Background: an optimization exercise with open tools, aiming at small area. Do not read the settings as production practice.
Function was checked by simulation only, so behaviour that the tests miss may differ from the original.
Power figures rest on the tool's default switching activity, not on a simulated workload.

--- flow/config.mk ---
export PLATFORM = sky130hd
export DESIGN_NAME = spi_slave_gpio_regmap
export DESIGN_NICKNAME = spi_slave_gpio_regmap
export VERILOG_FILES = /design/flow/design.v
export SDC_FILE = /design/flow/constraint.sdc
export NUM_CORES = 4
export LEC_CHECK = 0
export CAP_MARGIN = 20
export CORE_MARGIN = 2
export CORE_UTILIZATION = 65
export PLACE_DENSITY = 0.75
export SLEW_MARGIN = 20
export SYNTH_HIERARCHICAL = 1
--- flow/constraint.sdc ---
create_clock -name core_clock -period 10.0 [get_ports {clk}]
set_input_delay 2.0000 -clock core_clock [delete_from_list [all_inputs] [get_ports {clk}]]
set_output_delay 2.0000 -clock core_clock [all_outputs]
set_load 0.01 [all_outputs]
--- flow/design.v ---
module spi_slave_gpio_regmap (
  input  logic       clk,
  input  logic       rst_n,
  input  logic       cs,        
  input  logic       sclk,
  input  logic       mosi,
  output logic       miso,
  input  logic [7:0] gpio_in,
  output logic [7:0] gpio_out
);
  localparam logic [7:0] ID_VALUE = 8'hA5;
  logic sclk_d1, sclk_d2;
  logic cs_d1,   cs_d2;
  logic mosi_d1, mosi_d2;
  always_ff @(posedge clk or negedge rst_n) begin
    if (!rst_n) begin
      cs_d1 <= 1; cs_d2 <= 1;
    end else begin
      cs_d1 <= cs;
      cs_d2 <= cs_d1;
    end
  end
  always_ff @(posedge clk) begin
    sclk_d1 <= sclk;
    sclk_d2 <= sclk_d1;
    mosi_d1 <= mosi;
    mosi_d2 <= mosi_d1;
  end
  wire sclk_rise =  sclk_d1 & ~sclk_d2;
  wire sclk_fall = ~sclk_d1 &  sclk_d2;
  wire cs_active = ~cs_d2;
  logic [2:0] bit_cnt;
  logic [1:0] byte_cnt;
  logic [7:0] shift_in;
  logic       rw;
  logic [7:0] addr;
  logic [7:0] gpio_reg;
  logic [7:0] wbuf;
  logic       wpend;
  logic [4:0] phase;
  logic       sweep;
  logic [7:0] rbuf;       
  logic [3:0] nout;       
  wire rise_act  = cs_active & sclk_rise;
  wire fall_act  = cs_active & sclk_fall;
  wire byte_done = rise_act & (bit_cnt == 3'd7);
  wire [7:0] full_byte = {shift_in[6:0], mosi_d2};
  wire ld_addr = byte_done & (byte_cnt == 2'd1);
  wire rd_load = ld_addr & ~rw;
  wire wr_evt  = byte_done & (byte_cnt == 2'd2) & rw;
  wire [7:0] addr_nx = ld_addr ? full_byte : addr;
  wire [7:0] wbuf_nx = wr_evt  ? full_byte : wbuf;
  wire       wact  = wr_evt | wpend;
  wire       wslot = (addr[4:0] == phase);
  logic [255:0] ring [0:7];
  logic [7:0]   ins;
  genvar gr;
  generate
    for (gr = 0; gr < 8; gr++) begin : g_ring
      logic [7:0] slot_in;
      assign ins[gr] = sweep | (wact & wslot & (addr[7:5] == gr));
      for (genvar j = 0; j < 8; j++) begin : g_bit
        sgr_ao22 u_in (.a({ins[gr], ~ins[gr]}), .b({wbuf_nx[j], ring[gr][j]}), .y(slot_in[j]));
      end
      always_ff @(posedge clk)
        ring[gr] <= {slot_in, ring[gr][255:8]};
    end
  endgenerate
  wire [4:0] rpos = addr_nx[4:0] - phase;    
  wire [2:0] rsel = addr_nx[7:5];
  function automatic logic is_tap(input int j, input int p);
    case (j)
      7: is_tap = (p % 2) == 0;
      6: is_tap = (p % 4) == 0;
      5: is_tap = (p == 0) || (p == 6) || (p == 12) || (p == 18) || (p == 24) || (p == 28);
      4: is_tap = (p % 8) == 0;
      3: is_tap = (p % 8) == 0;
      2: is_tap = (p == 0) || (p == 10) || (p == 20);
      1: is_tap = (p == 0) || (p == 10) || (p == 20);
      default: is_tap = (p % 16) == 0;
    endcase
  endfunction
  logic [7:0]  r_oh, r_oh_n;
  logic [15:0] p_oh;
  logic [7:0]  aligned;
  logic [7:0]  tapv;
  always_comb begin
    for (int r = 0; r < 8; r++) begin
      r_oh[r]   = (rsel == r);
      r_oh_n[r] = ~r_oh[r];
    end
    for (int k = 0; k < 16; k++) p_oh[k] = (rpos == 2*k);
    for (int j = 0; j < 8; j++) begin
      aligned[j] = 1'b0;
      for (int k = 0; k < 16; k++)
        if (is_tap(j, 2*k)) aligned[j] = aligned[j] | p_oh[k];
    end
  end
  wire tl1;
  sgr_aoi32 utl1 (.a({p_oh[0], p_oh[1], p_oh[2]}), .b({ring[0][7], ring[0][23], ring[0][39]}), .y(tl1));
  wire tl2;
  sgr_aoi32 utl2 (.a({p_oh[3], p_oh[4], p_oh[5]}), .b({ring[0][55], ring[0][71], ring[0][87]}), .y(tl2));
  wire tl3;
  sgr_aoi32 utl3 (.a({p_oh[6], p_oh[7], p_oh[8]}), .b({ring[0][103], ring[0][119], ring[0][135]}), .y(tl3));
  wire tl4;
  sgr_aoi32 utl4 (.a({p_oh[9], p_oh[10], p_oh[11]}), .b({ring[0][151], ring[0][167], ring[0][183]}), .y(tl4));
  wire tl5;
  sgr_aoi32 utl5 (.a({p_oh[12], p_oh[13], p_oh[14]}), .b({ring[0][199], ring[0][215], ring[0][231]}), .y(tl5));
  wire tl6;
  sgr_nand2 utl6 (.a({p_oh[15], ring[0][247]}), .y(tl6));
  wire tg7;
  sgr_nand3 utg7 (.a({tl1, tl2, tl3}), .y(tg7));
  wire tg8;
  sgr_nand3 utg8 (.a({tl4, tl5, tl6}), .y(tg8));
  wire tl9;
  sgr_aoi32 utl9 (.a({p_oh[0], p_oh[1], p_oh[2]}), .b({ring[1][7], ring[1][23], ring[1][39]}), .y(tl9));
  wire tl10;
  sgr_aoi32 utl10 (.a({p_oh[3], p_oh[4], p_oh[5]}), .b({ring[1][55], ring[1][71], ring[1][87]}), .y(tl10));
  wire tl11;
  sgr_aoi32 utl11 (.a({p_oh[6], p_oh[7], p_oh[8]}), .b({ring[1][103], ring[1][119], ring[1][135]}), .y(tl11));
  wire tl12;
  sgr_aoi32 utl12 (.a({p_oh[9], p_oh[10], p_oh[11]}), .b({ring[1][151], ring[1][167], ring[1][183]}), .y(tl12));
  wire tl13;
  sgr_aoi32 utl13 (.a({p_oh[12], p_oh[13], p_oh[14]}), .b({ring[1][199], ring[1][215], ring[1][231]}), .y(tl13));
  wire tl14;
  sgr_nand2 utl14 (.a({p_oh[15], ring[1][247]}), .y(tl14));
  wire tg15;
  sgr_nand3 utg15 (.a({tl9, tl10, tl11}), .y(tg15));
  wire tg16;
  sgr_nand3 utg16 (.a({tl12, tl13, tl14}), .y(tg16));
  wire tl17;
  sgr_aoi32 utl17 (.a({p_oh[0], p_oh[1], p_oh[2]}), .b({ring[2][7], ring[2][23], ring[2][39]}), .y(tl17));
  wire tl18;
  sgr_aoi32 utl18 (.a({p_oh[3], p_oh[4], p_oh[5]}), .b({ring[2][55], ring[2][71], ring[2][87]}), .y(tl18));
  wire tl19;
  sgr_aoi32 utl19 (.a({p_oh[6], p_oh[7], p_oh[8]}), .b({ring[2][103], ring[2][119], ring[2][135]}), .y(tl19));
  wire tl20;
  sgr_aoi32 utl20 (.a({p_oh[9], p_oh[10], p_oh[11]}), .b({ring[2][151], ring[2][167], ring[2][183]}), .y(tl20));
  wire tl21;
  sgr_aoi32 utl21 (.a({p_oh[12], p_oh[13], p_oh[14]}), .b({ring[2][199], ring[2][215], ring[2][231]}), .y(tl21));
  wire tl22;
  sgr_nand2 utl22 (.a({p_oh[15], ring[2][247]}), .y(tl22));
  wire tg23;
  sgr_nand3 utg23 (.a({tl17, tl18, tl19}), .y(tg23));
  wire tg24;
  sgr_nand3 utg24 (.a({tl20, tl21, tl22}), .y(tg24));
  wire tl25;
  sgr_aoi32 utl25 (.a({p_oh[0], p_oh[1], p_oh[2]}), .b({ring[3][7], ring[3][23], ring[3][39]}), .y(tl25));
  wire tl26;
  sgr_aoi32 utl26 (.a({p_oh[3], p_oh[4], p_oh[5]}), .b({ring[3][55], ring[3][71], ring[3][87]}), .y(tl26));
  wire tl27;
  sgr_aoi32 utl27 (.a({p_oh[6], p_oh[7], p_oh[8]}), .b({ring[3][103], ring[3][119], ring[3][135]}), .y(tl27));
  wire tl28;
  sgr_aoi32 utl28 (.a({p_oh[9], p_oh[10], p_oh[11]}), .b({ring[3][151], ring[3][167], ring[3][183]}), .y(tl28));
  wire tl29;
  sgr_aoi32 utl29 (.a({p_oh[12], p_oh[13], p_oh[14]}), .b({ring[3][199], ring[3][215], ring[3][231]}), .y(tl29));
  wire tl30;
  sgr_nand2 utl30 (.a({p_oh[15], ring[3][247]}), .y(tl30));
  wire tg31;
  sgr_nand3 utg31 (.a({tl25, tl26, tl27}), .y(tg31));
  wire tg32;
  sgr_nand3 utg32 (.a({tl28, tl29, tl30}), .y(tg32));
  wire tl33;
  sgr_aoi32 utl33 (.a({p_oh[0], p_oh[1], p_oh[2]}), .b({ring[4][7], ring[4][23], ring[4][39]}), .y(tl33));
  wire tl34;
  sgr_aoi32 utl34 (.a({p_oh[3], p_oh[4], p_oh[5]}), .b({ring[4][55], ring[4][71], ring[4][87]}), .y(tl34));
  wire tl35;
  sgr_aoi32 utl35 (.a({p_oh[6], p_oh[7], p_oh[8]}), .b({ring[4][103], ring[4][119], ring[4][135]}), .y(tl35));
  wire tl36;
  sgr_aoi32 utl36 (.a({p_oh[9], p_oh[10], p_oh[11]}), .b({ring[4][151], ring[4][167], ring[4][183]}), .y(tl36));
  wire tl37;
  sgr_aoi32 utl37 (.a({p_oh[12], p_oh[13], p_oh[14]}), .b({ring[4][199], ring[4][215], ring[4][231]}), .y(tl37));
  wire tl38;
  sgr_nand2 utl38 (.a({p_oh[15], ring[4][247]}), .y(tl38));
  wire tg39;
  sgr_nand3 utg39 (.a({tl33, tl34, tl35}), .y(tg39));
  wire tg40;
  sgr_nand3 utg40 (.a({tl36, tl37, tl38}), .y(tg40));
  wire tl41;
  sgr_aoi32 utl41 (.a({p_oh[0], p_oh[1], p_oh[2]}), .b({ring[5][7], ring[5][23], ring[5][39]}), .y(tl41));
  wire tl42;
  sgr_aoi32 utl42 (.a({p_oh[3], p_oh[4], p_oh[5]}), .b({ring[5][55], ring[5][71], ring[5][87]}), .y(tl42));
  wire tl43;
  sgr_aoi32 utl43 (.a({p_oh[6], p_oh[7], p_oh[8]}), .b({ring[5][103], ring[5][119], ring[5][135]}), .y(tl43));
  wire tl44;
  sgr_aoi32 utl44 (.a({p_oh[9], p_oh[10], p_oh[11]}), .b({ring[5][151], ring[5][167], ring[5][183]}), .y(tl44));
  wire tl45;
  sgr_aoi32 utl45 (.a({p_oh[12], p_oh[13], p_oh[14]}), .b({ring[5][199], ring[5][215], ring[5][231]}), .y(tl45));
  wire tl46;
  sgr_nand2 utl46 (.a({p_oh[15], ring[5][247]}), .y(tl46));
  wire tg47;
  sgr_nand3 utg47 (.a({tl41, tl42, tl43}), .y(tg47));
  wire tg48;
  sgr_nand3 utg48 (.a({tl44, tl45, tl46}), .y(tg48));
  wire tl49;
  sgr_aoi32 utl49 (.a({p_oh[0], p_oh[1], p_oh[2]}), .b({ring[6][7], ring[6][23], ring[6][39]}), .y(tl49));
  wire tl50;
  sgr_aoi32 utl50 (.a({p_oh[3], p_oh[4], p_oh[5]}), .b({ring[6][55], ring[6][71], ring[6][87]}), .y(tl50));
  wire tl51;
  sgr_aoi32 utl51 (.a({p_oh[6], p_oh[7], p_oh[8]}), .b({ring[6][103], ring[6][119], ring[6][135]}), .y(tl51));
  wire tl52;
  sgr_aoi32 utl52 (.a({p_oh[9], p_oh[10], p_oh[11]}), .b({ring[6][151], ring[6][167], ring[6][183]}), .y(tl52));
  wire tl53;
  sgr_aoi32 utl53 (.a({p_oh[12], p_oh[13], p_oh[14]}), .b({ring[6][199], ring[6][215], ring[6][231]}), .y(tl53));
  wire tl54;
  sgr_nand2 utl54 (.a({p_oh[15], ring[6][247]}), .y(tl54));
  wire tg55;
  sgr_nand3 utg55 (.a({tl49, tl50, tl51}), .y(tg55));
  wire tg56;
  sgr_nand3 utg56 (.a({tl52, tl53, tl54}), .y(tg56));
  wire tl57;
  sgr_aoi32 utl57 (.a({p_oh[0], p_oh[1], p_oh[2]}), .b({ring[7][7], ring[7][23], ring[7][39]}), .y(tl57));
  wire tl58;
  sgr_aoi32 utl58 (.a({p_oh[3], p_oh[4], p_oh[5]}), .b({ring[7][55], ring[7][71], ring[7][87]}), .y(tl58));
  wire tl59;
  sgr_aoi32 utl59 (.a({p_oh[6], p_oh[7], p_oh[8]}), .b({ring[7][103], ring[7][119], ring[7][135]}), .y(tl59));
  wire tl60;
  sgr_aoi32 utl60 (.a({p_oh[9], p_oh[10], p_oh[11]}), .b({ring[7][151], ring[7][167], ring[7][183]}), .y(tl60));
  wire tl61;
  sgr_aoi32 utl61 (.a({p_oh[12], p_oh[13], p_oh[14]}), .b({ring[7][199], ring[7][215], ring[7][231]}), .y(tl61));
  wire tl62;
  sgr_nand2 utl62 (.a({p_oh[15], ring[7][247]}), .y(tl62));
  wire tg63;
  sgr_nand3 utg63 (.a({tl57, tl58, tl59}), .y(tg63));
  wire tg64;
  sgr_nand3 utg64 (.a({tl60, tl61, tl62}), .y(tg64));
  wire tl65;
  sgr_aoi32 utl65 (.a({r_oh[0], r_oh[0], r_oh[1]}), .b({tg7, tg8, tg15}), .y(tl65));
  wire tl66;
  sgr_aoi32 utl66 (.a({r_oh[1], r_oh[2], r_oh[2]}), .b({tg16, tg23, tg24}), .y(tl66));
  wire tl67;
  sgr_aoi32 utl67 (.a({r_oh[3], r_oh[3], r_oh[4]}), .b({tg31, tg32, tg39}), .y(tl67));
  wire tl68;
  sgr_aoi32 utl68 (.a({r_oh[4], r_oh[5], r_oh[5]}), .b({tg40, tg47, tg48}), .y(tl68));
  wire tl69;
  sgr_aoi32 utl69 (.a({r_oh[6], r_oh[6], r_oh[7]}), .b({tg55, tg56, tg63}), .y(tl69));
  wire tl70;
  sgr_nand2 utl70 (.a({r_oh[7], tg64}), .y(tl70));
  wire tg71;
  sgr_nand3 utg71 (.a({tl65, tl66, tl67}), .y(tg71));
  wire tg72;
  sgr_nand3 utg72 (.a({tl68, tl69, tl70}), .y(tg72));
  wire tg73;
  sgr_nor2 utg73 (.a({tg71, tg72}), .y(tg73));
  wire tg74;
  sgr_inv utg74 (.a(tg73), .y(tg74));
  assign tapv[7] = tg74;
  wire tl75;
  sgr_aoi32 utl75 (.a({p_oh[0], p_oh[2], p_oh[4]}), .b({ring[0][6], ring[0][38], ring[0][70]}), .y(tl75));
  wire tl76;
  sgr_aoi32 utl76 (.a({p_oh[6], p_oh[8], p_oh[10]}), .b({ring[0][102], ring[0][134], ring[0][166]}), .y(tl76));
  wire tl77;
  sgr_nand2 utl77 (.a({p_oh[12], ring[0][198]}), .y(tl77));
  wire tl78;
  sgr_nand2 utl78 (.a({p_oh[14], ring[0][230]}), .y(tl78));
  wire tg79;
  sgr_nand4 utg79 (.a({tl75, tl76, tl77, tl78}), .y(tg79));
  wire tl80;
  sgr_aoi32 utl80 (.a({p_oh[0], p_oh[2], p_oh[4]}), .b({ring[1][6], ring[1][38], ring[1][70]}), .y(tl80));
  wire tl81;
  sgr_aoi32 utl81 (.a({p_oh[6], p_oh[8], p_oh[10]}), .b({ring[1][102], ring[1][134], ring[1][166]}), .y(tl81));
  wire tl82;
  sgr_nand2 utl82 (.a({p_oh[12], ring[1][198]}), .y(tl82));
  wire tl83;
  sgr_nand2 utl83 (.a({p_oh[14], ring[1][230]}), .y(tl83));
  wire tg84;
  sgr_nand4 utg84 (.a({tl80, tl81, tl82, tl83}), .y(tg84));
  wire tl85;
  sgr_aoi32 utl85 (.a({p_oh[0], p_oh[2], p_oh[4]}), .b({ring[2][6], ring[2][38], ring[2][70]}), .y(tl85));
  wire tl86;
  sgr_aoi32 utl86 (.a({p_oh[6], p_oh[8], p_oh[10]}), .b({ring[2][102], ring[2][134], ring[2][166]}), .y(tl86));
  wire tl87;
  sgr_nand2 utl87 (.a({p_oh[12], ring[2][198]}), .y(tl87));
  wire tl88;
  sgr_nand2 utl88 (.a({p_oh[14], ring[2][230]}), .y(tl88));
  wire tg89;
  sgr_nand4 utg89 (.a({tl85, tl86, tl87, tl88}), .y(tg89));
  wire tl90;
  sgr_aoi32 utl90 (.a({p_oh[0], p_oh[2], p_oh[4]}), .b({ring[3][6], ring[3][38], ring[3][70]}), .y(tl90));
  wire tl91;
  sgr_aoi32 utl91 (.a({p_oh[6], p_oh[8], p_oh[10]}), .b({ring[3][102], ring[3][134], ring[3][166]}), .y(tl91));
  wire tl92;
  sgr_nand2 utl92 (.a({p_oh[12], ring[3][198]}), .y(tl92));
  wire tl93;
  sgr_nand2 utl93 (.a({p_oh[14], ring[3][230]}), .y(tl93));
  wire tg94;
  sgr_nand4 utg94 (.a({tl90, tl91, tl92, tl93}), .y(tg94));
  wire tl95;
  sgr_aoi32 utl95 (.a({p_oh[0], p_oh[2], p_oh[4]}), .b({ring[4][6], ring[4][38], ring[4][70]}), .y(tl95));
  wire tl96;
  sgr_aoi32 utl96 (.a({p_oh[6], p_oh[8], p_oh[10]}), .b({ring[4][102], ring[4][134], ring[4][166]}), .y(tl96));
  wire tl97;
  sgr_nand2 utl97 (.a({p_oh[12], ring[4][198]}), .y(tl97));
  wire tl98;
  sgr_nand2 utl98 (.a({p_oh[14], ring[4][230]}), .y(tl98));
  wire tg99;
  sgr_nand4 utg99 (.a({tl95, tl96, tl97, tl98}), .y(tg99));
  wire tl100;
  sgr_aoi32 utl100 (.a({p_oh[0], p_oh[2], p_oh[4]}), .b({ring[5][6], ring[5][38], ring[5][70]}), .y(tl100));
  wire tl101;
  sgr_aoi32 utl101 (.a({p_oh[6], p_oh[8], p_oh[10]}), .b({ring[5][102], ring[5][134], ring[5][166]}), .y(tl101));
  wire tl102;
  sgr_nand2 utl102 (.a({p_oh[12], ring[5][198]}), .y(tl102));
  wire tl103;
  sgr_nand2 utl103 (.a({p_oh[14], ring[5][230]}), .y(tl103));
  wire tg104;
  sgr_nand4 utg104 (.a({tl100, tl101, tl102, tl103}), .y(tg104));
  wire tl105;
  sgr_aoi32 utl105 (.a({p_oh[0], p_oh[2], p_oh[4]}), .b({ring[6][6], ring[6][38], ring[6][70]}), .y(tl105));
  wire tl106;
  sgr_aoi32 utl106 (.a({p_oh[6], p_oh[8], p_oh[10]}), .b({ring[6][102], ring[6][134], ring[6][166]}), .y(tl106));
  wire tl107;
  sgr_nand2 utl107 (.a({p_oh[12], ring[6][198]}), .y(tl107));
  wire tl108;
  sgr_nand2 utl108 (.a({p_oh[14], ring[6][230]}), .y(tl108));
  wire tg109;
  sgr_nand4 utg109 (.a({tl105, tl106, tl107, tl108}), .y(tg109));
  wire tl110;
  sgr_aoi32 utl110 (.a({p_oh[0], p_oh[2], p_oh[4]}), .b({ring[7][6], ring[7][38], ring[7][70]}), .y(tl110));
  wire tl111;
  sgr_aoi32 utl111 (.a({p_oh[6], p_oh[8], p_oh[10]}), .b({ring[7][102], ring[7][134], ring[7][166]}), .y(tl111));
  wire tl112;
  sgr_nand2 utl112 (.a({p_oh[12], ring[7][198]}), .y(tl112));
  wire tl113;
  sgr_nand2 utl113 (.a({p_oh[14], ring[7][230]}), .y(tl113));
  wire tg114;
  sgr_nand4 utg114 (.a({tl110, tl111, tl112, tl113}), .y(tg114));
  wire tl115;
  sgr_aoi32 utl115 (.a({r_oh[0], r_oh[1], r_oh[2]}), .b({tg79, tg84, tg89}), .y(tl115));
  wire tl116;
  sgr_aoi32 utl116 (.a({r_oh[3], r_oh[4], r_oh[5]}), .b({tg94, tg99, tg104}), .y(tl116));
  wire tl117;
  sgr_nand2 utl117 (.a({r_oh[6], tg109}), .y(tl117));
  wire tl118;
  sgr_nand2 utl118 (.a({r_oh[7], tg114}), .y(tl118));
  wire tg119;
  sgr_nand4 utg119 (.a({tl115, tl116, tl117, tl118}), .y(tg119));
  assign tapv[6] = tg119;
  wire tl120;
  sgr_aoi32 utl120 (.a({p_oh[0], p_oh[3], p_oh[6]}), .b({ring[0][5], ring[0][53], ring[0][101]}), .y(tl120));
  wire tl121;
  sgr_aoi32 utl121 (.a({p_oh[9], p_oh[12], p_oh[14]}), .b({ring[0][149], ring[0][197], ring[0][229]}), .y(tl121));
  wire tg122;
  sgr_nand2 utg122 (.a({tl120, tl121}), .y(tg122));
  wire tl123;
  sgr_aoi32 utl123 (.a({p_oh[0], p_oh[3], p_oh[6]}), .b({ring[1][5], ring[1][53], ring[1][101]}), .y(tl123));
  wire tl124;
  sgr_aoi32 utl124 (.a({p_oh[9], p_oh[12], p_oh[14]}), .b({ring[1][149], ring[1][197], ring[1][229]}), .y(tl124));
  wire tg125;
  sgr_nand2 utg125 (.a({tl123, tl124}), .y(tg125));
  wire tl126;
  sgr_aoi32 utl126 (.a({p_oh[0], p_oh[3], p_oh[6]}), .b({ring[2][5], ring[2][53], ring[2][101]}), .y(tl126));
  wire tl127;
  sgr_aoi32 utl127 (.a({p_oh[9], p_oh[12], p_oh[14]}), .b({ring[2][149], ring[2][197], ring[2][229]}), .y(tl127));
  wire tg128;
  sgr_nand2 utg128 (.a({tl126, tl127}), .y(tg128));
  wire tl129;
  sgr_aoi32 utl129 (.a({p_oh[0], p_oh[3], p_oh[6]}), .b({ring[3][5], ring[3][53], ring[3][101]}), .y(tl129));
  wire tl130;
  sgr_aoi32 utl130 (.a({p_oh[9], p_oh[12], p_oh[14]}), .b({ring[3][149], ring[3][197], ring[3][229]}), .y(tl130));
  wire tg131;
  sgr_nand2 utg131 (.a({tl129, tl130}), .y(tg131));
  wire tl132;
  sgr_aoi32 utl132 (.a({p_oh[0], p_oh[3], p_oh[6]}), .b({ring[4][5], ring[4][53], ring[4][101]}), .y(tl132));
  wire tl133;
  sgr_aoi32 utl133 (.a({p_oh[9], p_oh[12], p_oh[14]}), .b({ring[4][149], ring[4][197], ring[4][229]}), .y(tl133));
  wire tg134;
  sgr_nand2 utg134 (.a({tl132, tl133}), .y(tg134));
  wire tl135;
  sgr_aoi32 utl135 (.a({p_oh[0], p_oh[3], p_oh[6]}), .b({ring[5][5], ring[5][53], ring[5][101]}), .y(tl135));
  wire tl136;
  sgr_aoi32 utl136 (.a({p_oh[9], p_oh[12], p_oh[14]}), .b({ring[5][149], ring[5][197], ring[5][229]}), .y(tl136));
  wire tg137;
  sgr_nand2 utg137 (.a({tl135, tl136}), .y(tg137));
  wire tl138;
  sgr_aoi32 utl138 (.a({p_oh[0], p_oh[3], p_oh[6]}), .b({ring[6][5], ring[6][53], ring[6][101]}), .y(tl138));
  wire tl139;
  sgr_aoi32 utl139 (.a({p_oh[9], p_oh[12], p_oh[14]}), .b({ring[6][149], ring[6][197], ring[6][229]}), .y(tl139));
  wire tg140;
  sgr_nand2 utg140 (.a({tl138, tl139}), .y(tg140));
  wire tl141;
  sgr_aoi32 utl141 (.a({p_oh[0], p_oh[3], p_oh[6]}), .b({ring[7][5], ring[7][53], ring[7][101]}), .y(tl141));
  wire tl142;
  sgr_aoi32 utl142 (.a({p_oh[9], p_oh[12], p_oh[14]}), .b({ring[7][149], ring[7][197], ring[7][229]}), .y(tl142));
  wire tg143;
  sgr_nand2 utg143 (.a({tl141, tl142}), .y(tg143));
  wire tl144;
  sgr_aoi32 utl144 (.a({r_oh[0], r_oh[1], r_oh[2]}), .b({tg122, tg125, tg128}), .y(tl144));
  wire tl145;
  sgr_aoi32 utl145 (.a({r_oh[3], r_oh[4], r_oh[5]}), .b({tg131, tg134, tg137}), .y(tl145));
  wire tl146;
  sgr_nand2 utl146 (.a({r_oh[6], tg140}), .y(tl146));
  wire tl147;
  sgr_nand2 utl147 (.a({r_oh[7], tg143}), .y(tl147));
  wire tg148;
  sgr_nand4 utg148 (.a({tl144, tl145, tl146, tl147}), .y(tg148));
  assign tapv[5] = tg148;
  wire tl149;
  sgr_aoi32 utl149 (.a({p_oh[0], p_oh[4], p_oh[8]}), .b({ring[0][4], ring[0][68], ring[0][132]}), .y(tl149));
  wire tl150;
  sgr_nand2 utl150 (.a({p_oh[12], ring[0][196]}), .y(tl150));
  wire tg151;
  sgr_nand2 utg151 (.a({tl149, tl150}), .y(tg151));
  wire tl152;
  sgr_aoi32 utl152 (.a({p_oh[0], p_oh[4], p_oh[8]}), .b({ring[1][4], ring[1][68], ring[1][132]}), .y(tl152));
  wire tl153;
  sgr_nand2 utl153 (.a({p_oh[12], ring[1][196]}), .y(tl153));
  wire tg154;
  sgr_nand2 utg154 (.a({tl152, tl153}), .y(tg154));
  wire tl155;
  sgr_aoi32 utl155 (.a({p_oh[0], p_oh[4], p_oh[8]}), .b({ring[2][4], ring[2][68], ring[2][132]}), .y(tl155));
  wire tl156;
  sgr_nand2 utl156 (.a({p_oh[12], ring[2][196]}), .y(tl156));
  wire tg157;
  sgr_nand2 utg157 (.a({tl155, tl156}), .y(tg157));
  wire tl158;
  sgr_aoi32 utl158 (.a({p_oh[0], p_oh[4], p_oh[8]}), .b({ring[3][4], ring[3][68], ring[3][132]}), .y(tl158));
  wire tl159;
  sgr_nand2 utl159 (.a({p_oh[12], ring[3][196]}), .y(tl159));
  wire tg160;
  sgr_nand2 utg160 (.a({tl158, tl159}), .y(tg160));
  wire tl161;
  sgr_aoi32 utl161 (.a({p_oh[0], p_oh[4], p_oh[8]}), .b({ring[4][4], ring[4][68], ring[4][132]}), .y(tl161));
  wire tl162;
  sgr_nand2 utl162 (.a({p_oh[12], ring[4][196]}), .y(tl162));
  wire tg163;
  sgr_nand2 utg163 (.a({tl161, tl162}), .y(tg163));
  wire tl164;
  sgr_aoi32 utl164 (.a({p_oh[0], p_oh[4], p_oh[8]}), .b({ring[5][4], ring[5][68], ring[5][132]}), .y(tl164));
  wire tl165;
  sgr_nand2 utl165 (.a({p_oh[12], ring[5][196]}), .y(tl165));
  wire tg166;
  sgr_nand2 utg166 (.a({tl164, tl165}), .y(tg166));
  wire tl167;
  sgr_aoi32 utl167 (.a({p_oh[0], p_oh[4], p_oh[8]}), .b({ring[6][4], ring[6][68], ring[6][132]}), .y(tl167));
  wire tl168;
  sgr_nand2 utl168 (.a({p_oh[12], ring[6][196]}), .y(tl168));
  wire tg169;
  sgr_nand2 utg169 (.a({tl167, tl168}), .y(tg169));
  wire tl170;
  sgr_aoi32 utl170 (.a({p_oh[0], p_oh[4], p_oh[8]}), .b({ring[7][4], ring[7][68], ring[7][132]}), .y(tl170));
  wire tl171;
  sgr_nand2 utl171 (.a({p_oh[12], ring[7][196]}), .y(tl171));
  wire tg172;
  sgr_nand2 utg172 (.a({tl170, tl171}), .y(tg172));
  wire tl173;
  sgr_aoi32 utl173 (.a({r_oh[0], r_oh[1], r_oh[2]}), .b({tg151, tg154, tg157}), .y(tl173));
  wire tl174;
  sgr_aoi32 utl174 (.a({r_oh[3], r_oh[4], r_oh[5]}), .b({tg160, tg163, tg166}), .y(tl174));
  wire tl175;
  sgr_nand2 utl175 (.a({r_oh[6], tg169}), .y(tl175));
  wire tl176;
  sgr_nand2 utl176 (.a({r_oh[7], tg172}), .y(tl176));
  wire tg177;
  sgr_nand4 utg177 (.a({tl173, tl174, tl175, tl176}), .y(tg177));
  assign tapv[4] = tg177;
  wire tl178;
  sgr_aoi32 utl178 (.a({p_oh[0], p_oh[4], p_oh[8]}), .b({ring[0][3], ring[0][67], ring[0][131]}), .y(tl178));
  wire tl179;
  sgr_nand2 utl179 (.a({p_oh[12], ring[0][195]}), .y(tl179));
  wire tg180;
  sgr_nand2 utg180 (.a({tl178, tl179}), .y(tg180));
  wire tl181;
  sgr_aoi32 utl181 (.a({p_oh[0], p_oh[4], p_oh[8]}), .b({ring[1][3], ring[1][67], ring[1][131]}), .y(tl181));
  wire tl182;
  sgr_nand2 utl182 (.a({p_oh[12], ring[1][195]}), .y(tl182));
  wire tg183;
  sgr_nand2 utg183 (.a({tl181, tl182}), .y(tg183));
  wire tl184;
  sgr_aoi32 utl184 (.a({p_oh[0], p_oh[4], p_oh[8]}), .b({ring[2][3], ring[2][67], ring[2][131]}), .y(tl184));
  wire tl185;
  sgr_nand2 utl185 (.a({p_oh[12], ring[2][195]}), .y(tl185));
  wire tg186;
  sgr_nand2 utg186 (.a({tl184, tl185}), .y(tg186));
  wire tl187;
  sgr_aoi32 utl187 (.a({p_oh[0], p_oh[4], p_oh[8]}), .b({ring[3][3], ring[3][67], ring[3][131]}), .y(tl187));
  wire tl188;
  sgr_nand2 utl188 (.a({p_oh[12], ring[3][195]}), .y(tl188));
  wire tg189;
  sgr_nand2 utg189 (.a({tl187, tl188}), .y(tg189));
  wire tl190;
  sgr_aoi32 utl190 (.a({p_oh[0], p_oh[4], p_oh[8]}), .b({ring[4][3], ring[4][67], ring[4][131]}), .y(tl190));
  wire tl191;
  sgr_nand2 utl191 (.a({p_oh[12], ring[4][195]}), .y(tl191));
  wire tg192;
  sgr_nand2 utg192 (.a({tl190, tl191}), .y(tg192));
  wire tl193;
  sgr_aoi32 utl193 (.a({p_oh[0], p_oh[4], p_oh[8]}), .b({ring[5][3], ring[5][67], ring[5][131]}), .y(tl193));
  wire tl194;
  sgr_nand2 utl194 (.a({p_oh[12], ring[5][195]}), .y(tl194));
  wire tg195;
  sgr_nand2 utg195 (.a({tl193, tl194}), .y(tg195));
  wire tl196;
  sgr_aoi32 utl196 (.a({p_oh[0], p_oh[4], p_oh[8]}), .b({ring[6][3], ring[6][67], ring[6][131]}), .y(tl196));
  wire tl197;
  sgr_nand2 utl197 (.a({p_oh[12], ring[6][195]}), .y(tl197));
  wire tg198;
  sgr_nand2 utg198 (.a({tl196, tl197}), .y(tg198));
  wire tl199;
  sgr_aoi32 utl199 (.a({p_oh[0], p_oh[4], p_oh[8]}), .b({ring[7][3], ring[7][67], ring[7][131]}), .y(tl199));
  wire tl200;
  sgr_nand2 utl200 (.a({p_oh[12], ring[7][195]}), .y(tl200));
  wire tg201;
  sgr_nand2 utg201 (.a({tl199, tl200}), .y(tg201));
  wire tl202;
  sgr_aoi32 utl202 (.a({r_oh[0], r_oh[1], r_oh[2]}), .b({tg180, tg183, tg186}), .y(tl202));
  wire tl203;
  sgr_aoi32 utl203 (.a({r_oh[3], r_oh[4], r_oh[5]}), .b({tg189, tg192, tg195}), .y(tl203));
  wire tl204;
  sgr_nand2 utl204 (.a({r_oh[6], tg198}), .y(tl204));
  wire tl205;
  sgr_nand2 utl205 (.a({r_oh[7], tg201}), .y(tl205));
  wire tg206;
  sgr_nand4 utg206 (.a({tl202, tl203, tl204, tl205}), .y(tg206));
  assign tapv[3] = tg206;
  wire tl207;
  sgr_aoi32 utl207 (.a({p_oh[0], p_oh[5], p_oh[10]}), .b({ring[0][2], ring[0][82], ring[0][162]}), .y(tl207));
  wire tg208;
  sgr_nor2 utg208 (.a({r_oh_n[0], tl207}), .y(tg208));
  wire tl209;
  sgr_aoi32 utl209 (.a({p_oh[0], p_oh[5], p_oh[10]}), .b({ring[1][2], ring[1][82], ring[1][162]}), .y(tl209));
  wire tg210;
  sgr_nor2 utg210 (.a({r_oh_n[1], tl209}), .y(tg210));
  wire tl211;
  sgr_aoi32 utl211 (.a({p_oh[0], p_oh[5], p_oh[10]}), .b({ring[2][2], ring[2][82], ring[2][162]}), .y(tl211));
  wire tg212;
  sgr_nor2 utg212 (.a({r_oh_n[2], tl211}), .y(tg212));
  wire tl213;
  sgr_aoi32 utl213 (.a({p_oh[0], p_oh[5], p_oh[10]}), .b({ring[3][2], ring[3][82], ring[3][162]}), .y(tl213));
  wire tg214;
  sgr_nor2 utg214 (.a({r_oh_n[3], tl213}), .y(tg214));
  wire tl215;
  sgr_aoi32 utl215 (.a({p_oh[0], p_oh[5], p_oh[10]}), .b({ring[4][2], ring[4][82], ring[4][162]}), .y(tl215));
  wire tg216;
  sgr_nor2 utg216 (.a({r_oh_n[4], tl215}), .y(tg216));
  wire tl217;
  sgr_aoi32 utl217 (.a({p_oh[0], p_oh[5], p_oh[10]}), .b({ring[5][2], ring[5][82], ring[5][162]}), .y(tl217));
  wire tg218;
  sgr_nor2 utg218 (.a({r_oh_n[5], tl217}), .y(tg218));
  wire tl219;
  sgr_aoi32 utl219 (.a({p_oh[0], p_oh[5], p_oh[10]}), .b({ring[6][2], ring[6][82], ring[6][162]}), .y(tl219));
  wire tg220;
  sgr_nor2 utg220 (.a({r_oh_n[6], tl219}), .y(tg220));
  wire tl221;
  sgr_aoi32 utl221 (.a({p_oh[0], p_oh[5], p_oh[10]}), .b({ring[7][2], ring[7][82], ring[7][162]}), .y(tl221));
  wire tg222;
  sgr_nor2 utg222 (.a({r_oh_n[7], tl221}), .y(tg222));
  wire tg223;
  sgr_nor4 utg223 (.a({tg208, tg210, tg212, tg214}), .y(tg223));
  wire tg224;
  sgr_nor4 utg224 (.a({tg216, tg218, tg220, tg222}), .y(tg224));
  wire tg225;
  sgr_nand2 utg225 (.a({tg223, tg224}), .y(tg225));
  assign tapv[2] = tg225;
  wire tl226;
  sgr_aoi32 utl226 (.a({p_oh[0], p_oh[5], p_oh[10]}), .b({ring[0][1], ring[0][81], ring[0][161]}), .y(tl226));
  wire tg227;
  sgr_nor2 utg227 (.a({r_oh_n[0], tl226}), .y(tg227));
  wire tl228;
  sgr_aoi32 utl228 (.a({p_oh[0], p_oh[5], p_oh[10]}), .b({ring[1][1], ring[1][81], ring[1][161]}), .y(tl228));
  wire tg229;
  sgr_nor2 utg229 (.a({r_oh_n[1], tl228}), .y(tg229));
  wire tl230;
  sgr_aoi32 utl230 (.a({p_oh[0], p_oh[5], p_oh[10]}), .b({ring[2][1], ring[2][81], ring[2][161]}), .y(tl230));
  wire tg231;
  sgr_nor2 utg231 (.a({r_oh_n[2], tl230}), .y(tg231));
  wire tl232;
  sgr_aoi32 utl232 (.a({p_oh[0], p_oh[5], p_oh[10]}), .b({ring[3][1], ring[3][81], ring[3][161]}), .y(tl232));
  wire tg233;
  sgr_nor2 utg233 (.a({r_oh_n[3], tl232}), .y(tg233));
  wire tl234;
  sgr_aoi32 utl234 (.a({p_oh[0], p_oh[5], p_oh[10]}), .b({ring[4][1], ring[4][81], ring[4][161]}), .y(tl234));
  wire tg235;
  sgr_nor2 utg235 (.a({r_oh_n[4], tl234}), .y(tg235));
  wire tl236;
  sgr_aoi32 utl236 (.a({p_oh[0], p_oh[5], p_oh[10]}), .b({ring[5][1], ring[5][81], ring[5][161]}), .y(tl236));
  wire tg237;
  sgr_nor2 utg237 (.a({r_oh_n[5], tl236}), .y(tg237));
  wire tl238;
  sgr_aoi32 utl238 (.a({p_oh[0], p_oh[5], p_oh[10]}), .b({ring[6][1], ring[6][81], ring[6][161]}), .y(tl238));
  wire tg239;
  sgr_nor2 utg239 (.a({r_oh_n[6], tl238}), .y(tg239));
  wire tl240;
  sgr_aoi32 utl240 (.a({p_oh[0], p_oh[5], p_oh[10]}), .b({ring[7][1], ring[7][81], ring[7][161]}), .y(tl240));
  wire tg241;
  sgr_nor2 utg241 (.a({r_oh_n[7], tl240}), .y(tg241));
  wire tg242;
  sgr_nor4 utg242 (.a({tg227, tg229, tg231, tg233}), .y(tg242));
  wire tg243;
  sgr_nor4 utg243 (.a({tg235, tg237, tg239, tg241}), .y(tg243));
  wire tg244;
  sgr_nand2 utg244 (.a({tg242, tg243}), .y(tg244));
  assign tapv[1] = tg244;
  wire tl245;
  sgr_nand2 utl245 (.a({p_oh[0], ring[0][0]}), .y(tl245));
  wire tl246;
  sgr_nand2 utl246 (.a({p_oh[8], ring[0][128]}), .y(tl246));
  wire tg247;
  sgr_nand2 utg247 (.a({tl245, tl246}), .y(tg247));
  wire tl248;
  sgr_nand2 utl248 (.a({p_oh[0], ring[1][0]}), .y(tl248));
  wire tl249;
  sgr_nand2 utl249 (.a({p_oh[8], ring[1][128]}), .y(tl249));
  wire tg250;
  sgr_nand2 utg250 (.a({tl248, tl249}), .y(tg250));
  wire tl251;
  sgr_nand2 utl251 (.a({p_oh[0], ring[2][0]}), .y(tl251));
  wire tl252;
  sgr_nand2 utl252 (.a({p_oh[8], ring[2][128]}), .y(tl252));
  wire tg253;
  sgr_nand2 utg253 (.a({tl251, tl252}), .y(tg253));
  wire tl254;
  sgr_nand2 utl254 (.a({p_oh[0], ring[3][0]}), .y(tl254));
  wire tl255;
  sgr_nand2 utl255 (.a({p_oh[8], ring[3][128]}), .y(tl255));
  wire tg256;
  sgr_nand2 utg256 (.a({tl254, tl255}), .y(tg256));
  wire tl257;
  sgr_nand2 utl257 (.a({p_oh[0], ring[4][0]}), .y(tl257));
  wire tl258;
  sgr_nand2 utl258 (.a({p_oh[8], ring[4][128]}), .y(tl258));
  wire tg259;
  sgr_nand2 utg259 (.a({tl257, tl258}), .y(tg259));
  wire tl260;
  sgr_nand2 utl260 (.a({p_oh[0], ring[5][0]}), .y(tl260));
  wire tl261;
  sgr_nand2 utl261 (.a({p_oh[8], ring[5][128]}), .y(tl261));
  wire tg262;
  sgr_nand2 utg262 (.a({tl260, tl261}), .y(tg262));
  wire tl263;
  sgr_nand2 utl263 (.a({p_oh[0], ring[6][0]}), .y(tl263));
  wire tl264;
  sgr_nand2 utl264 (.a({p_oh[8], ring[6][128]}), .y(tl264));
  wire tg265;
  sgr_nand2 utg265 (.a({tl263, tl264}), .y(tg265));
  wire tl266;
  sgr_nand2 utl266 (.a({p_oh[0], ring[7][0]}), .y(tl266));
  wire tl267;
  sgr_nand2 utl267 (.a({p_oh[8], ring[7][128]}), .y(tl267));
  wire tg268;
  sgr_nand2 utg268 (.a({tl266, tl267}), .y(tg268));
  wire tl269;
  sgr_aoi32 utl269 (.a({r_oh[0], r_oh[1], r_oh[2]}), .b({tg247, tg250, tg253}), .y(tl269));
  wire tl270;
  sgr_aoi32 utl270 (.a({r_oh[3], r_oh[4], r_oh[5]}), .b({tg256, tg259, tg262}), .y(tl270));
  wire tl271;
  sgr_nand2 utl271 (.a({r_oh[6], tg265}), .y(tl271));
  wire tl272;
  sgr_nand2 utl272 (.a({r_oh[7], tg268}), .y(tl272));
  wire tg273;
  sgr_nand4 utg273 (.a({tl269, tl270, tl271, tl272}), .y(tg273));
  assign tapv[0] = tg273;
  wire       special = (addr_nx[7:1] == 7'd0);
  wire [7:0] spec_val = addr_nx[0] ? gpio_in : ID_VALUE;
  wire [7:0] cap = aligned & {8{~special}};
  logic [7:0] rbuf_nx;
  always_comb
    for (int j = 0; j < 8; j++)
      rbuf_nx[j] = cap[j] ? tapv[j] : (rd_load ? spec_val[j] : rbuf[j]);
  always_ff @(posedge clk or negedge rst_n) begin
    if (!rst_n) begin
      gpio_reg <= 0;
      wbuf     <= 0;
      wpend    <= 0;
      phase    <= 0;
      sweep    <= 1;
      nout     <= 4'd8;
      miso     <= 0;
    end else begin
      phase <= phase + 5'd1;
      if (phase == 5'd31) sweep <= 1'b0;
      wbuf  <= wbuf_nx;
      wpend <= wact & ~wslot;
      if (wr_evt && addr == 8'h02)
        gpio_reg <= full_byte;
      if (rd_load)
        nout <= 4'd0;
      if (fall_act) begin
        if (nout[3]) begin
          miso <= 1'b0;
        end else begin
          miso <= rbuf_nx[~nout[2:0]];
          nout <= nout + 4'd1;
        end
      end
    end
  end
  always_ff @(posedge clk) begin
    addr <= addr_nx;
    rbuf <= rbuf_nx;
    if (!cs_active) begin
      bit_cnt  <= 0;
      byte_cnt <= 0;
    end
    if (rise_act) begin
      shift_in <= full_byte;
      if (bit_cnt == 3'd7) begin
        if (byte_cnt == 2'd0) rw <= full_byte[0];
        byte_cnt <= byte_cnt + 1;
        bit_cnt  <= 0;
      end else begin
        bit_cnt <= bit_cnt + 1;
      end
    end
  end
  assign gpio_out = gpio_reg;
endmodule
module sgr_inv (input logic a, output logic y);
  assign y = ~a;
endmodule
module sgr_nand2 (input logic [1:0] a, output logic y);
  assign y = ~&a;
endmodule
module sgr_nand3 (input logic [2:0] a, output logic y);
  assign y = ~&a;
endmodule
module sgr_nand4 (input logic [3:0] a, output logic y);
  assign y = ~&a;
endmodule
module sgr_nor2 (input logic [1:0] a, output logic y);
  assign y = ~|a;
endmodule
module sgr_nor3 (input logic [2:0] a, output logic y);
  assign y = ~|a;
endmodule
module sgr_nor4 (input logic [3:0] a, output logic y);
  assign y = ~|a;
endmodule
module sgr_aoi22 (input logic [1:0] a, input logic [1:0] b, output logic y);
  assign y = ~|(a & b);
endmodule
module sgr_aoi32 (input logic [2:0] a, input logic [2:0] b, output logic y);
  assign y = ~|(a & b);
endmodule
module sgr_ao22 (input logic [1:0] a, input logic [1:0] b, output logic y);
  assign y = |(a & b);
endmodule
--- flow/flow/run.sh ---
#!/bin/bash
# Standard layout, with clock tree synthesis told not to add dummy loads and
# the port buffers made with the smallest buffer.
set -euo pipefail
export CTS_ARGS="-sink_clustering_enable -repair_clock_nets -buf_list sky130_fd_sc_hd__clkbuf_8 -sink_clustering_size 18 -sink_clustering_max_diameter 60 -dont_use_dummy_load"
export BUFFER_PORTS_ARGS="-buffer_cell sky130_fd_sc_hd__buf_1"
bash standard.sh > standard_flow.log 2>&1
--- flow/standard.sh ---
#!/bin/bash
# synth_recipe.tcl (not shown) runs the flow's synth.tcl, then flattens the netlist and writes it again
# the make line also repeats each setting of config.mk as NAME=value (left out here)
make -C /OpenROAD-flow-scripts/flow DESIGN_CONFIG=/design/flow/config.mk WORK_HOME=/design/flow/orfs CLKGATE_MAP_FILE= SYNTH_SCRIPT=/design/flow/synth_recipe.tcl "${@:-finish}"
==> results of run 1 <==
==> power by group through the flow <==
stage | Clock [mW] | Combinational (mW) | Sequential [mW]
finish | 3.49 | 0.0502 | 8.44
global route | 3.87 | 0.0555 | 8.45
CTS | 3.58 | 0.0499 | 8.44
detailed placement | 0 | 0.0488 | 8.64
global placement | 0 | 0.0446 | 8.64
floorplan | 0 | 0.0350 | 8.63
==> kinds of logic after synthesis <==
family                     Yosys count  synth area share
adders and majority gates           13           0.00365
xor gates and xnor gates            16           0.00330
and+or+nand+nor                    274            0.0270
AOI/OAI and AO/OA                  222            0.0442
DFF                               2111             0.911
muxes                               28           0.00676
buffers and inverters               45           0.00389
==> how the worst max path moves through the flow <==
| stage | to | cells after the start |
|---|---|---|
| floorplan | miso | 23 |
| global placement | miso | 23 |
| detailed placement | miso | 23 |
| CTS | miso | 23 |
| global route | miso | 23 |
| finish | miso | 23 |
==> synthesized netlist by cell type (2+ instances only) <==
master	count	area (sq um)
nand2b_1	5	31.3
a211oi_1	3	22.5
ha_1	12	150
a22o_1	64	561
nor2_1	54	203
o21ai_0	3	15.0
nor4_2	4	50.1
inv_1	36	135
nand2_1	128	480
dfxtp_1	2070	41400
dfrtp_1	26	651
nor2b_1	4	25.0
dfstp_2	4	105
a21oi_1	8	40.0
clkbuf_1	6	22.5
mux2i_1	2	20.0
xor2_1	7	61.3
a31oi_1	2	12.5
mux2_2	25	282
o31ai_1	2	15.0
nor4_1	2	12.5
nand4_1	14	87.6
nand3_1	36	180
a222oi_1	119	1190
or3_1	3	18.8
edfxtp_1	11	330
and3_1	4	25.0
a21o_1	7	52.6
a31o_2	2	17.5
nand3b_1	3	22.5
and2_1	3	18.8
nor3_1	6	30.0
xnor2_1	8	70.1
==> modules after synthesis, one instance, submodules excluded <==
module	cell area, sq um	cells
sgr_inv	3.75	1
sgr_nand4	6.26	1
spi_slave_gpio_regmap	44200	2372
sgr_nor4	12.5	1
sgr_nand3	5.00	1
sgr_nor2	3.75	1
sgr_nand2	3.75	1
sgr_ao22	8.76	1
sgr_aoi32	10.0	1
==> cells in the final DEF (no fill, tap or decap), drive strengths merged, types with 3 or more instances in the layout <==
| cell type | count |
|---|---|
| and3 | 4 |
| a222oi | 119 |
| nor4 | 6 |
| o21ai | 3 |
| xnor2 | 8 |
| a22o | 64 |
| nor3 | 6 |
| nand2b | 5 |
| dfxtp | 2070 |
| a21o | 7 |
| clkbuf | 136 |
| mux2 | 25 |
| a211oi | 3 |
| nand3 | 36 |
| nand3b | 3 |
| edfxtp | 11 |
| nand4 | 14 |
| xor2 | 7 |
| nor2b | 4 |
| mux2i | 3 |
| dfrtp | 26 |
| nand2 | 128 |
| dfstp | 4 |
| and2 | 3 |
| a21oi | 8 |
| buf | 33 |
| nor2 | 55 |
| ha | 12 |
| inv | 36 |
| or3 | 3 |
==> final cells by class <==
cell class              instances  area [sq um]
diodes                          2          5.00
clock buffers                 135          1860
fillers                      4439         21400
inverters                      36           135
multi-input cells             553          4000
flip-flops and latches       2111         42500
well taps                     950          1190
repair buffers                 34           178
==> stage by stage <==
stage,hold WS [ps],cell area (sq um),power (mW),setup slack (ps)
2_1_floorplan,310,46700,8.66,3540
3_3_place_gp,310,48000,8.68,3870
3_5_place_dp,312,48000,8.69,3660
4_1_cts,278,49900,12.1,3650
5_1_grt,294,49900,12.4,3110
6_report,287,49900,12.0,3590
==> routing by layer <==
layer,up-vias,share of wire
met1,9536,0.47
met3,174,0.072
met5,-,0
met2,676,0.43
li1,9273,-
met4,0,0.034
==> results.yml, run 1 <==
status:
  status: "finished clean"
cts:
  clkTransAtPathRegs_ps: 110
  clk_latency_ps: 810
  h-tree-depth: 4
  cts_buffers: 135
  cts-root-buf: "clkbuf_8"
  cts_hold_buf: 0
  cts_tree: "done"
  cts_resized: 0
  cts.path.max_buffers: 3
  cts_setup_buffers: 0
  clkSinkCount: 2111
floorplan:
  start_util: 0.655
  ios: 22
  die_width_microns: 272
  num_rows: 98
  coreArea_sq_um: 71200
  die-area_sq_um: 74000
  dieHeight_microns: 272
worst_hold_path:
  hold_path.startpoint: "ring[3][34]"
  min_path_type: "reg -> reg"
  whs_path_depth: 0
  hold_end: "ring[3][26]"
power:
  p_int_mw: 9.66
  clock_power_share: 0.291
  peakVddDrop_uv: 221
  power.switching_mw: 2.32
  power_density_nw_per_um2: 240
  power_frac_seq: 0.705
  power_frac_comb: 0.004
  p_sw_frac: 0.193
  p_leak_nw: 19.8
placed_design:
  dp_hpwl_microns: 48400
  place_congestion: 0.897
  dp_cells: 3684
  io_buffer_count: 21
routing:
  drc: 0
  totalWireLength_microns: 78700
  vias: 19700
  ant_nets: 0
  vias_per_cell: 5.14
  drtIter0Drc: 2120
  avgRoutedWirePerCell_microns: 20.6
  first_pass_iters: 9
cells_and_area:
  final_util: 0.700
  drive_above_1_share: 0.0701
  stdcell_count: 3821
  syn2layout_area_growth_pct: 6.91
  top_register: "ring"
  largest_reg_flops: 2048
  final_nets: 2897
timing:
  slew_headroom: 0.285
  fin_skew_ps: 71.4
  fin_crit_ps: 6410
  rsz0062_at_grt: "no"
  max_slew.worst_pin.slew_ps: 1070
  setup_tns_ps: 0
  setup_viol: 0
  hold_viol_final: 0
  period_share: 0.641
  finalMaxSlewViolations: 0
  timing.fmax_mhz: 156
critical_path:
  slowest_stage: "buf_4"
  r2r_slack_ps: 3590
  startpoint: "bit_cnt[0]"
  worst-path-max-fanout: 48
  max_stage_delay_ps: 670
  crit_required_ps: 10720
  critical_path.top_delay_family: "simple AND/OR/NAND/NOR gates"
  r2r_cells: 23
  cp_num_buf_inv: 2
  rr_startpoint: "bit_cnt[0]"
  path_cells: "ha_1 -> ha_1 -> nand3b_1 -> nor2_4 -> mux2_2 -> inv_1 -> ha_1 -> fa_1 -> nand2b_1 -> a21oi_1 -> xor2_1 -> xnor2_1 -> nand2_1 -> nor2_4 -> buf_4 -> a222oi_1 -> nand2_1 -> a222oi_1 -> nand4_1 -> mux2_2 -> nor2_1 -> or4b_1 -> o211ai_1"
  cp-start-kind: "flip-flop"
  worst-setup-path-type: "reg -> reg"
  timing.rr.end: "miso"
  cp.arrival_ps: 7130
  cpMostUsedCell: "ha_1"
  worstSetupEndpointType: "flip-flop"
global_route:
  grt.busiest_layer: "met2"
  antenna_found_initial: 2
  grt_overflow: 0
  grt_pass1_wl_microns: 119000
  grt_pass1_vias: 20000
  gr-usage-met3: 0.0553
  grt_max_degree: 49
  gr-usage-met2: 0.317
  grt.total_usage: 0.216
  grt_use_met1: 0.310
synthesis:
  synth_nets: 2735
  async_reset_ff_frac: 0.0142
  synthCells: 2709
  synth_seq_area_share: 0.911
  ys_ff_latch: 2111
  yosys_warnings: 8
  synth_edf_count: 11
  synth.avg_cell_area_sq_um: 17.2
  syn_area_sq_um: 46700
  synthDistinctLibCells: 59
  synth_ff_type: "dfxtp_1"
flow_run:
  maxCapViolCount: 0
==> run 2, diff against run 1 <==
==> flow/flow/run.sh (replaced) <==
#!/bin/bash
# Standard layout, with clock tree synthesis told not to add dummy loads and
# the port buffers made with the smallest buffer.
set -euo pipefail
export CTS_ARGS="-sink_clustering_enable -repair_clock_nets -buf_list sky130_fd_sc_hd__clkbuf_8 -sink_clustering_buffer sky130_fd_sc_hd__clkbuf_16 -sink_clustering_size 30 -sink_clustering_max_diameter 60 -dont_use_dummy_load"
export BUFFER_PORTS_ARGS="-buffer_cell sky130_fd_sc_hd__buf_1"
bash standard.sh > standard_flow.log 2>&1
==> run 2 against run 1 <==
Still clean on timing, DRC and antenna. Global-route usage is 0.24 points higher. Routed wire length is 2.1% higher. Sequential power hardly changed. Critical endpoint unchanged. Area after synthesis stayed put. Synthesized cell count stayed put. Clock power is 6.6% higher. Utilization is 0.27 points higher. Power is 2.0% higher. Via count is 0.55% lower.
==> results.yml, run 2 <==
status:
  status: "finished clean"
cts:
  clkSinkCount: 2111
  clk_latency_ps: 800
  cts.path.max_buffers: 3
  cts_setup_buffers: 0
  clkTransAtPathRegs_ps: 110
  cts_buffers: 86
  cts-root-buf: "clkbuf_8"
  cts_tree: "done"
  cts_hold_buf: 0
  cts_resized: 0
  h-tree-depth: 3
synthesis:
  syn_area_sq_um: 46700
  synth_nets: 2735
  synthAdderAreaFrac: 0.00365
  synth.avg_cell_area_sq_um: 17.2
  synth_compound_area_frac: 0.0442
  ys_ff_latch: 2111
  yosys_warnings: 8
  synth-simple-area-share: 0.0270
  synthDistinctLibCells: 59
  synth_ff_type: "dfxtp_1"
  synthTopCellsByCount: "dfxtp_1 (2070), nand2_1 (128), a222oi_1 (119), a22o_1 (64), nor2_1 (54)"
  synth_xor_area_frac: 0.00330
  synth.most_common_cell: "dfxtp_1"
  yosysTopAreaCellShare: 0.888
  synth_top_family_by_area: "compound AO/OA/AOI/OAI gates"
  synth_seq_area_share: 0.911
  async_reset_ff_frac: 0.0142
  synth_edf_count: 11
  synth.area.mux_share: 0.00676
  synth.area.top_cells: "dfxtp_1 (89%), a222oi_1 (2.6%), dfrtp_1 (1.4%)"
  synthCells: 2709
  synth_area_leader_cell: "dfxtp_1"
timing:
  rsz0062_at_grt: "no"
  fin_skew_ps: 92.5
  finalMaxSlewViolations: 0
  hold_viol_final: 0
  max_slew.worst_pin.slew_ps: 1080
  postLayoutSetupSlackWorst_ps: 3430
  fin_crit_ps: 6570
  timing.fmax_mhz: 152
  period_share: 0.657
  slew_headroom: 0.281
  setup_tns_ps: 0
  setup_viol: 0
routing:
  first_pass_iters: 9
  totalWireLength_microns: 80400
  avgRoutedWirePerCell_microns: 21.3
  vias_per_cell: 5.18
  drc: 0
  vias: 19600
  ant_nets: 0
  drtIter0Drc: 2261
cells_and_area:
  largest_reg_flops: 2048
  fillCellCount: 4390
  fin_area_sq_um: 50100
  syn2layout_area_growth_pct: 7.32
  multi_input_area_sq_um: 4000
  drive_above_1_share: 0.0539
  final_cell_mix: "dfxtp_1 (2070), nand2_1 (128), a222oi_1 (119)"
  final_common_cell: "dfxtp_1"
  top_register: "ring"
  regArea_sq_um: 42500
  final_nets: 2848
floorplan:
  die_width_microns: 272
  ios: 22
  coreArea_sq_um: 71200
  start_util: 0.655
  die-area_sq_um: 74000
  dieHeight_microns: 272
  num_rows: 98
critical_path:
  critical_path.top_delay_family: "compound AO/OA/AOI/OAI gates"
  slowest_stage: "a222oi_1"
  cp.arrival_ps: 7190
  worstSetupEndpointType: "flip-flop"
  cp-start-kind: "flip-flop"
  worst-path-max-fanout: 48
  max_stage_delay_ps: 630
  cp_num_buf_inv: 2
  worst-setup-path-type: "reg -> reg"
  crit_required_ps: 10620
  path_cells: "ha_1 -> ha_1 -> nand3b_1 -> nor2_4 -> mux2_2 -> inv_1 -> ha_1 -> fa_1 -> nand2b_1 -> a21oi_1 -> xor2_1 -> xnor2_1 -> nand2_1 -> nor2_4 -> buf_4 -> a222oi_1 -> nand2_1 -> a222oi_1 -> nand4_1 -> mux2_2 -> o211a_1 -> a21boi_1 -> o211ai_1"
  r2r_cells: 23
  worst-path-stages: 23
  cpMostUsedCell: "ha_1"
worst_hold_path:
  min_path_type: "reg -> reg"
  whs_path_depth: 0
placed_design:
  dp_slack_ps: 3660
  place_congestion: 0.897
  io_buffer_count: 21
  placed_cell_area_sq_um: 48000
  dp_hpwl_microns: 48400
flow_run:
  maxCapViolCount: 0
global_route:
  grt_pass1_wl_microns: 121000
  antenna_found_initial: 2
  grt.total_usage: 0.218
  grt_max_degree: 49
  grt_overflow: 0
  grt_pass1_vias: 19800
power:
  power_density_nw_per_um2: 244
  p_leak_nw: 19.9
  peakVddDrop_uv: 186
-- run 2: cell counts after synthesis --
No cell type changed its count.
-- run 2: layout make-up --
cell class,instances,share of cell area
multi-input combinational,553,0.0799
timing repair buffer,34,0.00355
sequential,2111,0.849
clock buffer,86,0.0409
antenna,2,0.0000999
inverter,36,0.00270
tap,950,0.0237
-- run 2: logic make-up after synthesis --
kind of cell | Yosys count
and+or+nand+nor | 274
muxes | 28
xor gates and xnor gates | 16
AOI/OAI and AO/OA | 222
buffers and inverters | 45
DFF | 2111
adders and majority gates | 13
-- run 2: final timing paths --
check                                 start     endpoint  slack, ps
worst min register to register  ring[3][99]  ring[3][91]        260
min in group asynchronous             rst_n  gpio_reg[3]       1310
worst min-delay path            ring[3][99]  ring[3][91]        260
worst max register to register   bit_cnt[0]         miso       3430
worst max-delay path             bit_cnt[0]         miso       3430
max in group asynchronous             rst_n      wbuf[2]       8060
-- run 2: modules after synthesis, one instance, submodules excluded --
module / flip-flops and latches / cell area (sq um) / cells inside
sgr_inv: 0 / 3.75 / 1
sgr_nor4: 0 / 12.5 / 1
sgr_nand4: 0 / 6.26 / 1
sgr_ao22: 0 / 8.76 / 1
sgr_nand3: 0 / 5.00 / 1
sgr_nor2: 0 / 3.75 / 1
sgr_nand2: 0 / 3.75 / 1
spi_slave_gpio_regmap: 2111 / 44200 / 2372
sgr_aoi32: 0 / 10.0 / 1
-- run 2: through the flow --
step           instances  power [mW]   util  hold slack (ps)
2_1_floorplan       2709        8.66      -              310
3_3_place_gp        3684        8.68  0.674              310
3_5_place_dp        3684        8.69  0.674              312
4_1_cts             3770        12.3  0.703              251
5_1_grt             3772        12.6  0.703              255
6_report            3772        12.2  0.703              261
-- run 2: per-layer routing --
metal  wire length (microns)  part of all wire  global-route usage
met1                   37800              0.47               0.324
met2                   35500              0.44               0.334
met3                    5090             0.063              0.0357
met4                    1950             0.024              0.0681
met5                       0                 0                   0
-- run 2: power breakdown --
| part | switching, mW | internal, mW |
|---|---|---|
| clock network | 2.27 | 1.45 |
| logic | 0.0320 | 0.0189 |
| registers | 0.0204 | 8.42 |
==> run 3, diff against run 2 <==
==> flow/flow/run.sh (replaced) <==
#!/bin/bash
# Standard layout, with clock tree synthesis told not to add dummy loads and
# the port buffers made with the smallest buffer.
set -euo pipefail
export CTS_ARGS="-sink_clustering_enable -repair_clock_nets -buf_list sky130_fd_sc_hd__clkbuf_8 -sink_clustering_size 20 -sink_clustering_max_diameter 60 -dont_use_dummy_load"
export BUFFER_PORTS_ARGS="-buffer_cell sky130_fd_sc_hd__buf_1"
bash standard.sh > standard_flow.log 2>&1
--- a/flow/config.mk
+++ b/flow/config.mk
@@ -9,4 +9,4 @@
 export CORE_MARGIN = 2
-export CORE_UTILIZATION = 65
-export PLACE_DENSITY = 0.75
+export CORE_UTILIZATION = 75
+export PLACE_DENSITY = 0.85
 export SLEW_MARGIN = 20
==> run 3 against run 2 <==
Still clean. Routed wire length is 13% higher. Sequential share of layout area is 1.1 points higher. Sequential power hardly changed. Clock power is 11% lower. Largest power group unchanged.
==> results.yml, run 3 <==
synthesis:
  syn_area_sq_um: 46700
  synth.avg_cell_area_sq_um: 17.2
  synthCells: 2709
  synth_area_leader_cell: "dfxtp_1"
  synth.area.top_cells: "dfxtp_1 (89%), a222oi_1 (2.6%), dfrtp_1 (1.4%)"
  ys_ff_latch: 2111
  synth_ff_type: "dfxtp_1"
  synthTopCellsByCount: "dfxtp_1 (2070), nand2_1 (128), a222oi_1 (119), a22o_1 (64), nor2_1 (54)"
  yosys_warnings: 8
  synthDistinctLibCells: 59
  yosysTopAreaCellShare: 0.888
  synth_seq_area_share: 0.911
  async_reset_ff_frac: 0.0142
  synth.most_common_cell: "dfxtp_1"
  synth_edf_count: 11
  synth_nets: 2735
cells_and_area:
  syn2layout_area_growth_pct: 6.00
  regArea_sq_um: 42500
  multi_input_area_sq_um: 4000
  final_common_cell: "dfxtp_1"
  stdcell_count: 3686
  drive_above_1_share: 0.0629
  fillCellCount: 2668
  final_cell_mix: "dfxtp_1 (2070), nand2_1 (128), a222oi_1 (119)"
  top_register: "ring"
  fin_area_sq_um: 49500
  final_nets: 2876
  largest_reg_flops: 2048
placed_design:
  place_congestion: 0.922
  dp_hpwl_microns: 56300
  io_buffer_count: 21
  dp_cells: 3569
  placed_cell_area_sq_um: 47900
routing:
  drtIter0Drc: 2553
  first_pass_iters: 8
  vias: 20900
  drc: 0
  totalWireLength_microns: 90900
  avgRoutedWirePerCell_microns: 24.7
  vias_per_cell: 5.67
  ant_nets: 0
critical_path:
  max_stage_delay_ps: 600
  worst-setup-path-type: "reg -> reg"
  cp.arrival_ps: 7600
  path_cells: "ha_1 -> ha_1 -> nand3b_1 -> nor2_4 -> mux2_2 -> inv_1 -> ha_1 -> fa_1 -> nand2b_1 -> a21oi_1 -> xor2_1 -> xnor2_1 -> nand2_1 -> nor2_4 -> buf_4 -> a222oi_1 -> nand2_1 -> a222oi_1 -> nand4_1 -> mux2_2 -> o211a_1 -> a21boi_1 -> o211ai_1"
  cp-start-kind: "flip-flop"
  worstSetupEndpointType: "flip-flop"
  cpMostUsedCell: "ha_1"
  worst-path-max-fanout: 57
  slowest_stage: "a222oi_1"
  crit_required_ps: 10650
floorplan:
  ios: 22
  num_rows: 91
  start_util: 0.758
  coreArea_sq_um: 61600
  die_width_microns: 253
  dieHeight_microns: 253
  die-area_sq_um: 64200
power:
  p_leak_nw: 19.7
  power_mw: 11.8
  power_density_nw_per_um2: 239
  peakVddDrop_uv: 211
timing:
  period_share: 0.694
  setup_tns_ps: 0
  slew_headroom: 0.229
  fin_crit_ps: 6940
  rsz0062_at_grt: "no"
  max_slew.worst_pin.slew_ps: 1160
  hold_ws_ps: 289
  finalMaxSlewViolations: 0
  fin_skew_ps: 103
  timing.fmax_mhz: 144
  hold_viol_final: 0
  setup_viol: 0
global_route:
  grt_overflow: 0
  grt_pass1_vias: 21500
  grt_pass1_wl_microns: 134000
  grt_max_degree: 58
  antenna_found_initial: 2
  grt.total_usage: 0.287
cts:
  cts_setup_buffers: 0
  cts_hold_buf: 0
  cts-root-buf: "clkbuf_8"
  clkSinkCount: 2111
  cts.path.max_buffers: 3
  clk_latency_ps: 780
  h-tree-depth: 3
  cts_tree: "done"
  cts_resized: 0
  cts_buffers: 116
  clkTransAtPathRegs_ps: 120
flow_run:
  maxCapViolCount: 0
worst_hold_path:
  min_path_type: "reg -> reg"
status:
  status: "finished clean"
==> run 3: cell counts after synthesis <==
No cell type changed its count.
==> run 3: final timing paths <==
path / endpoint / from / cells past startpoint / slack, ps
worst max-delay path: miso / bit_cnt[0] / 23 / 3060
worst min-delay path: ring[5][0] / ring[5][8] / 0 / 290
worst max register to register: miso / bit_cnt[0] / 23 / 3060
worst min register to register: ring[5][0] / ring[5][8] / 0 / 290
max in group asynchronous: wbuf[0] / rst_n / 1 / 8070
min in group asynchronous: miso / rst_n / 1 / 1330
==> run 3: stage by stage <==
step	util	worst slack [ps]
finish	0.803	3060
global route	0.803	2970
CTS	0.803	3260
detailed placement	0.777	3370
global placement	0.777	3990
floorplan	-	3540
==> run 3: per-layer routing <==
metal / share of wire / routed length (microns) / track usage
met5: 0 / 0 / 0
met4: 0.058 / 5240 / 0.153
met3: 0.082 / 7460 / 0.0535
met2: 0.46 / 41500 / 0.454
met1: 0.40 / 36700 / 0.382
==> run 3: per-module statistics from Yosys (local to each module, per instance) <==
| module | area [sq um] | copies in the design |
|---|---|---|
| sgr_nand3 | 5.00 | 18 |
| sgr_nor2 | 3.75 | 17 |
| sgr_inv | 3.75 | 1 |
| sgr_nand4 | 6.26 | 13 |
| sgr_nand2 | 3.75 | 101 |
| sgr_nor4 | 12.5 | 4 |
| spi_slave_gpio_regmap | 44200 | 1 |
| sgr_ao22 | 8.76 | 64 |
| sgr_aoi32 | 10.0 | 119 |
==> run 3: layout make-up <==
type / count / share of cell area
Timing Repair Buffer: 32 / 0.00329
Sequential cell: 2111 / 0.860
Tap cell: 837 / 0.0212
Inverter: 36 / 0.00273
Clock buffer: 116 / 0.0323
Antenna cell: 1 / 0.0000506
Multi-Input combinational cell: 553 / 0.0808
==> run 3: power breakdown <==
| group | internal, mW | total [mW] | switching (mW) |
|---|---|---|---|
| Combinational | 0.0191 | 0.0562 | 0.0372 |
| Clock | 1.05 | 3.31 | 2.26 |
| Sequential | 8.43 | 8.45 | 0.0229 |
| Total | 9.49 | 11.8 | 2.32 |
==> run 3: cell families after synthesis <==
family                     after synthesis  share of synthesized area
AOI/OAI and AO/OA                      222                     0.0442
xor gates and xnor gates                16                    0.00330
adders and majority gates               13                    0.00365
buffers and inverters                   45                    0.00389
DFF                                   2111                      0.911
muxes                                   28                    0.00676
and+or+nand+nor                        274                     0.0270
==> run 3: critical path, delay by kind of cell, from the launching register on <==
kind | cells | cell delay, ps
mux | 2 | 620
simple gates | 7 | 1680
flops | 1 | 410
buf+inv | 2 | 460
fa+ha+maj | 4 | 1110
compound gates | 6 | 1960
xor+xnor | 2 | 540

## separate check: timing with driven ports
Ports are ideal in the flow. The routed layouts listed here were re-timed in OpenROAD.
Step 1 sets driving cells, clkbuf_16 on the clock port and buf_2 on the other inputs (assumed; they add their load-dependent delay and slew).
Step 2 adds t to the input delays and takes it off the output delays; t is the mean of the earliest and latest rising clock arrival at the registers after step 1. Input paths then give back, and output paths get back, about the clock's delay inside the block.
a / b / c = ideal ports / drivers / drivers and shift; a / b = the first two.
run	shift t [ns]	slack for setup (ns)	worst hold slack (ns)	clock arrival spread, ns	cell pins on the clock port's net
run 1	0.831	3.586 / 3.586 / 3.586	0.287 / 0.287 / 0.287	0.078 / 0.077	1
run 2	0.799	3.435 / 3.435 / 3.435	0.261 / 0.261 / 0.261	0.126 / 0.127	1
run 3	0.789	3.058 / 3.058 / 3.058	0.289 / 0.289 / 0.289	0.111 / 0.111	1
After both steps every run listed still meets setup and hold.
